Source: an optimization exercise on an open RTL-to-GDS flow (aim: small area). Production flows keep margins and buffers that such runs may drop.
Function was checked by simulation only, so behaviour that the tests miss may differ from the original.
Power figures rest on the tool's default switching activity, not on a simulated workload.

## try-tundra
Design top_module, start of the top module:
module top_module(
    input clk,
    rst,
    floor_0_p,
    floor_1_p,
    floor_2_p,
    floor_3_p,
    floor_4_p,
    direction_1,
    direction_2,
    direction_3,
    floor_0_d,
    floor_1_d,
    floor_2_d,
    floor_3_d,
    floor_4_d,
    output led_inside_0,
    led_inside_1,
    led_inside_2,
    led_inside_3,
    led_inside_4,
    led_outside_0,
    led_outside_1,
    led_outside_2,
    led_outside_3,
    led_outside_4,
    led_busy,
    a_out,b_out,c_out,d_out,e_out,f_out,g_out,p_out,
    output [7:0]an
);
==> flow/config.mk <==
export PLATFORM = sky130hd
export DESIGN_NAME = top_module
export DESIGN_NICKNAME = top_module
export VERILOG_FILES = /design/flow/design.v
export SDC_FILE = /design/flow/constraint.sdc
export NUM_CORES = 4
export LEC_CHECK = 0
export CAP_MARGIN = 20
export CORE_MARGIN = 2
export CORE_UTILIZATION = 40
export CTS_BUF_LIST = sky130_fd_sc_hd__clkbuf_8
export CTS_CLUSTER_DIAMETER = 150
export CTS_CLUSTER_SIZE = 16
export PLACE_DENSITY = 0.6
export SLEW_MARGIN = 20
==> flow/constraint.sdc <==
create_clock -name core_clock -period 10.0 [get_ports {clk}]
set_input_delay 2.0000 -clock core_clock [delete_from_list [all_inputs] [get_ports {clk}]]
set_output_delay 2.0000 -clock core_clock [all_outputs]
set_load 0.01 [all_outputs]
standard.sh (not shown) runs the stock make flow with config.mk's settings and CLKGATE_MAP_FILE= SYNTH_SCRIPT=/design/flow/synth_recipe.tcl, a recipe that flattens the netlist after the stock synthesis.
==> flow/flow/run.sh <==
#!/bin/bash
# The standard layout (standard.sh) with two changes:
#  - ABC maps the logic with an area-oriented script (flow/abc_area.script);
#    everything else in synthesis, the flip-flop mapping included, is the
#    standard synthesis (synth_recipe.tcl), so the registers are the same.
#  - the port buffers are made from the smallest buffer cell.
set -euo pipefail
W=$PWD
cat > "$W/synth_area.tcl" <<EOF
proc abc {args} {
  set i [lsearch \$args -script]
  if {\$i >= 0} { lset args [expr {\$i+1}] $W/flow/abc_area.script }
  yosys abc {*}\$args
}
source $W/synth_recipe.tcl
EOF
export BUFFER_PORTS_ARGS="-buffer_cell sky130_fd_sc_hd__buf_1"
bash standard.sh SYNTH_SCRIPT="$W/synth_area.tcl" finish > standard.log 2>&1
==> flow/flow/abc_area.script <==
strash
dch
amap
topo
dnsize
try-tundra was carried through to the last stage, and its layout satisfied the timing, design-rule and antenna checks.
> inputs changed (try-tundra -> try-nickel)
# try-tundra
export LEC_CHECK = 0
export CAP_MARGIN = 20
export CORE_MARGIN = 2
export CORE_UTILIZATION = 40
export CTS_BUF_LIST = sky130_fd_sc_hd__clkbuf_8
export CTS_CLUSTER_DIAMETER = 150
export CTS_CLUSTER_SIZE = 16
export PLACE_DENSITY = 0.6
export SLEW_MARGIN = 20
create_clock -name core_clock -period 10.0 [get_ports {clk}]
# try-nickel
export LEC_CHECK = 0
export CAP_MARGIN = 20
export CORE_MARGIN = 2
export CORE_UTILIZATION = 40
export CTS_BUF_LIST = sky130_fd_sc_hd__clkbuf_8
export PLACE_DENSITY = 0.6
export SLEW_MARGIN = 20
create_clock -name core_clock -period 10.0 [get_ports {clk}]
==> flow/flow/run.sh <==
#!/bin/bash
# The standard layout (standard.sh) with these changes:
#  - ABC maps the logic with an area-oriented script (&deepsyn, then dch and
#    amap), tried with a few random seeds; the smallest result is kept.
#    Everything else in synthesis, the flip-flop mapping included, is the
#    standard synthesis (synth_recipe.tcl), so the registers are the same.
#    Yosys's full/half-adder extraction is skipped (ADDER_MAP_FILE empty), so
#    ABC sees the adders' logic as plain gates.
#  - the port buffers are made from the smallest buffer cell.
#  - clock tree synthesis adds no dummy loads.
set -euo pipefail
W=$PWD
mkdir -p "$W/abc"
cat > "$W/synth_area.tcl" <<EOF
proc abc {args} {
  set i [lsearch \$args -script]
  set lib [lindex \$args [expr {[lsearch \$args -liberty] + 1}]]
  yosys design -save pre_abc
  set best ""
  foreach seed {7 11 2} {
    yosys design -load pre_abc
    set f $W/abc/seed\$seed.script
    set fh [open \$f w]
    puts \$fh "strash\n&get -n\n&deepsyn -T 20 -S \$seed\n&put\ndch -f\namap\ntopo"
    close \$fh
    lset args [expr {\$i + 1}] \$f
    yosys abc {*}\$args
    yosys tee -q -o $W/abc/stat\$seed.txt stat -liberty \$lib
    set fh [open $W/abc/stat\$seed.txt r]; set txt [read \$fh]; close \$fh
    regexp {Chip area for module [^:]*: ([0-9.]+)} \$txt -> a
    puts "abc seed \$seed: area \$a"
    if {\$best eq "" || \$a < \$best} { set best \$a; yosys design -save best_abc }
  }
  yosys design -load best_abc
}
source $W/synth_recipe.tcl
EOF
export BUFFER_PORTS_ARGS="-buffer_cell sky130_fd_sc_hd__buf_1"
export CTS_ARGS="-sink_clustering_enable -repair_clock_nets -buf_list sky130_fd_sc_hd__clkbuf_4 -root_buf sky130_fd_sc_hd__clkbuf_8 -sink_clustering_size 8 -sink_clustering_max_diameter 60 -dont_use_dummy_load"
bash standard.sh SYNTH_SCRIPT="$W/synth_area.tcl" ADDER_MAP_FILE= finish > standard.log 2>&1
removed: flow/flow/abc_area.script
[summary]
No run among try-tundra and try-nickel stopped early or left any final violation; all are clean. try-nickel vs try-tundra: critical path depth down in try-nickel. try-nickel vs. try-tundra: final core area utilization went down by 1.1 points. Post-route minimum period down 1160 ps in try-nickel wrt try-tundra. Setup skew after layout, try-tundra and try-nickel, lower one = try-tundra. Against try-tundra as the reference, try-nickel delivers a lower first-iteration DRC count. Taking try-tundra as the reference, in try-nickel overall die width saw a decrease, worst max-slew margin expressed relative to the limit moved up. Final wirelength ended up about 13% lower on try-nickel than on try-tundra. Against try-tundra, maximum achievable frequency in try-nickel rose by more than a quarter. try-nickel reports its category of the most critical setup path as reg2out while try-tundra reports reg2reg. Compared with try-tundra, try-nickel shows a lower first-pass GRT wire length. Of try-nickel and try-tundra, it is try-nickel that has the lower adder-cell area share of the yosys netlist.
#### Input delta (try-willow over try-nickel)
-- flow/flow/run.sh --
<<< try-nickel, line 37
EOF
export BUFFER_PORTS_ARGS="-buffer_cell sky130_fd_sc_hd__buf_1"
export CTS_ARGS="-sink_clustering_enable -repair_clock_nets -buf_list sky130_fd_sc_hd__clkbuf_4 -root_buf sky130_fd_sc_hd__clkbuf_8 -sink_clustering_size 8 -sink_clustering_max_diameter 60 -dont_use_dummy_load"
bash standard.sh SYNTH_SCRIPT="$W/synth_area.tcl" ADDER_MAP_FILE= finish > standard.log 2>&1
>>> try-willow, line 37
EOF
export BUFFER_PORTS_ARGS="-buffer_cell sky130_fd_sc_hd__buf_1"
export CTS_ARGS="-sink_clustering_enable -repair_clock_nets -buf_list sky130_fd_sc_hd__clkbuf_8 -dont_use_dummy_load"
bash standard.sh SYNTH_SCRIPT="$W/synth_area.tcl" ADDER_MAP_FILE= finish > standard.log 2>&1
[summary]
Reported for try-nickel and try-willow, final area turned out identical to the last digit. Re switching part of the total: no difference whatsoever between try-willow and try-nickel. As far as clock power is concerned, try-nickel and try-willow perform about the same. From try-willow to try-nickel, critical path depth did not move at all. From try-nickel to try-willow, die area did not move at all.
## Diff of input files: try-onyx against try-willow
# try-willow
export LEC_CHECK = 0
export CAP_MARGIN = 20
export CORE_MARGIN = 2
export CORE_UTILIZATION = 40
export CTS_BUF_LIST = sky130_fd_sc_hd__clkbuf_8
export PLACE_DENSITY = 0.6
export SLEW_MARGIN = 20
create_clock -name core_clock -period 10.0 [get_ports {clk}]
# try-onyx
export LEC_CHECK = 0
export CAP_MARGIN = 20
export CORE_MARGIN = 2
export CORE_UTILIZATION = 40
export CTS_BUF_LIST = sky130_fd_sc_hd__clkbuf_8
export CTS_CLUSTER_DIAMETER = 300
export CTS_CLUSTER_SIZE = 24
export PLACE_DENSITY = 0.6
export SLEW_MARGIN = 20
create_clock -name core_clock -period 10.0 [get_ports {clk}]
==> flow/flow/run.sh <==
#!/bin/bash
# The standard layout (standard.sh) with two changes:
#  - ABC maps the logic with an area-oriented script (flow/abc_area.script);
#    everything else in synthesis, the flip-flop mapping included, is the
#    standard synthesis (synth_recipe.tcl), so the registers are the same.
#    Yosys's full/half-adder extraction is skipped (ADDER_MAP_FILE empty), so
#    ABC sees the adders' logic as plain gates.
#  - the port buffers are made from the smallest buffer cell.
set -euo pipefail
W=$PWD
cat > "$W/synth_area.tcl" <<EOF
proc abc {args} {
  set i [lsearch \$args -script]
  if {\$i >= 0} { lset args [expr {\$i+1}] $W/flow/abc_area.script }
  yosys abc {*}\$args
}
source $W/synth_recipe.tcl
EOF
export BUFFER_PORTS_ARGS="-buffer_cell sky130_fd_sc_hd__buf_1"
bash standard.sh SYNTH_SCRIPT="$W/synth_area.tcl" ADDER_MAP_FILE= finish > standard.log 2>&1
==> flow/flow/abc_area.script (new file) <==
strash
&get -n
&deepsyn -T 20 -S 7
&put
dch -f
amap
topo
## What came out
Per the comparison of try-onyx with try-willow, detailed-route vias per instance moved down, clock share of power moved up.
try-onyx | stages: all done | timing, DRC, antenna: all pass
Looking at maximum vdd drop, try-onyx sits about 10% above try-willow.
| non-clock buffer area fraction after layout | try-willow vs try-onyx | ≈ equal |
Between try-onyx and try-willow, met2 track demand over resource in global routing is higher for try-onyx, try-willow comes in under that.
On final routed wire length divided by cell count, try-onyx and try-willow are neck and neck.
try-onyx reports a lower proportion of cell area occupied by multi-input gates than try-willow does.
Delta (try-onyx minus try-willow): met1 routed wirelength after detailed routing went up, utilization went up.
Modified inputs, try-ember compared to try-onyx
# try-onyx
export LEC_CHECK = 0
export CAP_MARGIN = 20
export CORE_MARGIN = 2
export CORE_UTILIZATION = 40
export CTS_BUF_LIST = sky130_fd_sc_hd__clkbuf_8
export CTS_CLUSTER_DIAMETER = 300
export CTS_CLUSTER_SIZE = 24
export PLACE_DENSITY = 0.6
export SLEW_MARGIN = 20
create_clock -name core_clock -period 10.0 [get_ports {clk}]
# try-ember
export LEC_CHECK = 0
export CAP_MARGIN = 20
export CORE_MARGIN = 2
export CORE_UTILIZATION = 40
export CTS_BUF_LIST = sky130_fd_sc_hd__clkbuf_8
export PLACE_DENSITY = 0.6
export SLEW_MARGIN = 20
create_clock -name core_clock -period 10.0 [get_ports {clk}]
==> flow/flow/run.sh <==
#!/bin/bash
# The standard layout (standard.sh) with two changes:
#  - ABC maps the logic with an area-oriented script (flow/abc_area.script);
#    everything else in synthesis, the flip-flop mapping included, is the
#    standard synthesis (synth_recipe.tcl), so the registers are the same.
#  - the port buffers are made from the smallest buffer cell.
set -euo pipefail
W=$PWD
cat > "$W/synth_area.tcl" <<EOF
proc abc {args} {
  set i [lsearch \$args -script]
  if {\$i >= 0} { lset args [expr {\$i+1}] $W/flow/abc_area.script }
  yosys abc {*}\$args
}
source $W/synth_recipe.tcl
EOF
export BUFFER_PORTS_ARGS="-buffer_cell sky130_fd_sc_hd__buf_1"
bash standard.sh SYNTH_SCRIPT="$W/synth_area.tcl" finish > standard.log 2>&1
==> flow/flow/abc_area.script <==
strash
dch
amap
topo
dnsize
### Flow results
- Between try-onyx and try-ember, the flow reports post-layout instance count excluding filler cells increasing by a little under 10%.
- In the route summary, try-ember ends up with a via count exceeding that of try-onyx.
- try-ember -> try-onyx: sequential power flat
- The cell count after placement number comes out higher for try-ember vs try-onyx.
- try-ember: post-synthesis compound-gate area fraction 1.4 points above try-onyx
- Relative to try-onyx, try-ember degrades final critical path time including I/O delays and setup.
- The lower logic depth of the worst setup path including buffers came out of try-onyx.
- Maximum frequency (lower): try-ember
- Utilization after layout of try-onyx is on par with try-ember.
- try-ember gives more average size of a mapped cell than try-onyx did.
- | largest net degree at the start of global routing | higher: try-onyx |

-- what the ideal ports hide --
Ports are ideal in the flow. The routed layouts listed here were re-timed in OpenROAD.
Step 1 assumes that a clkbuf_16 drives the clock port and a buf_2 every other input.
Step 2, shift: input delay + t, output delay - t, t = (earliest + latest rising clock arrival at the registers) / 2. This alone moves slack from input paths to output paths.
Three values: no drivers, after step 1, after step 2; two values: the first two.
run | t, ns | setup WS [ns] | pins driven straight from the clock port
try-tundra | 0.386 | 4.710 / 4.710 / 4.710 | 1
try-nickel | 0.371 | 5.870 / 5.839 / 5.878 | 1
try-willow | 0.371 | 5.870 / 5.839 / 5.878 | 1
try-onyx | 0.383 | 5.854 / 5.823 / 5.880 | 1
try-ember | 0.386 | 4.710 / 4.710 / 4.710 | 1
After both steps every run listed still meets setup and hold.
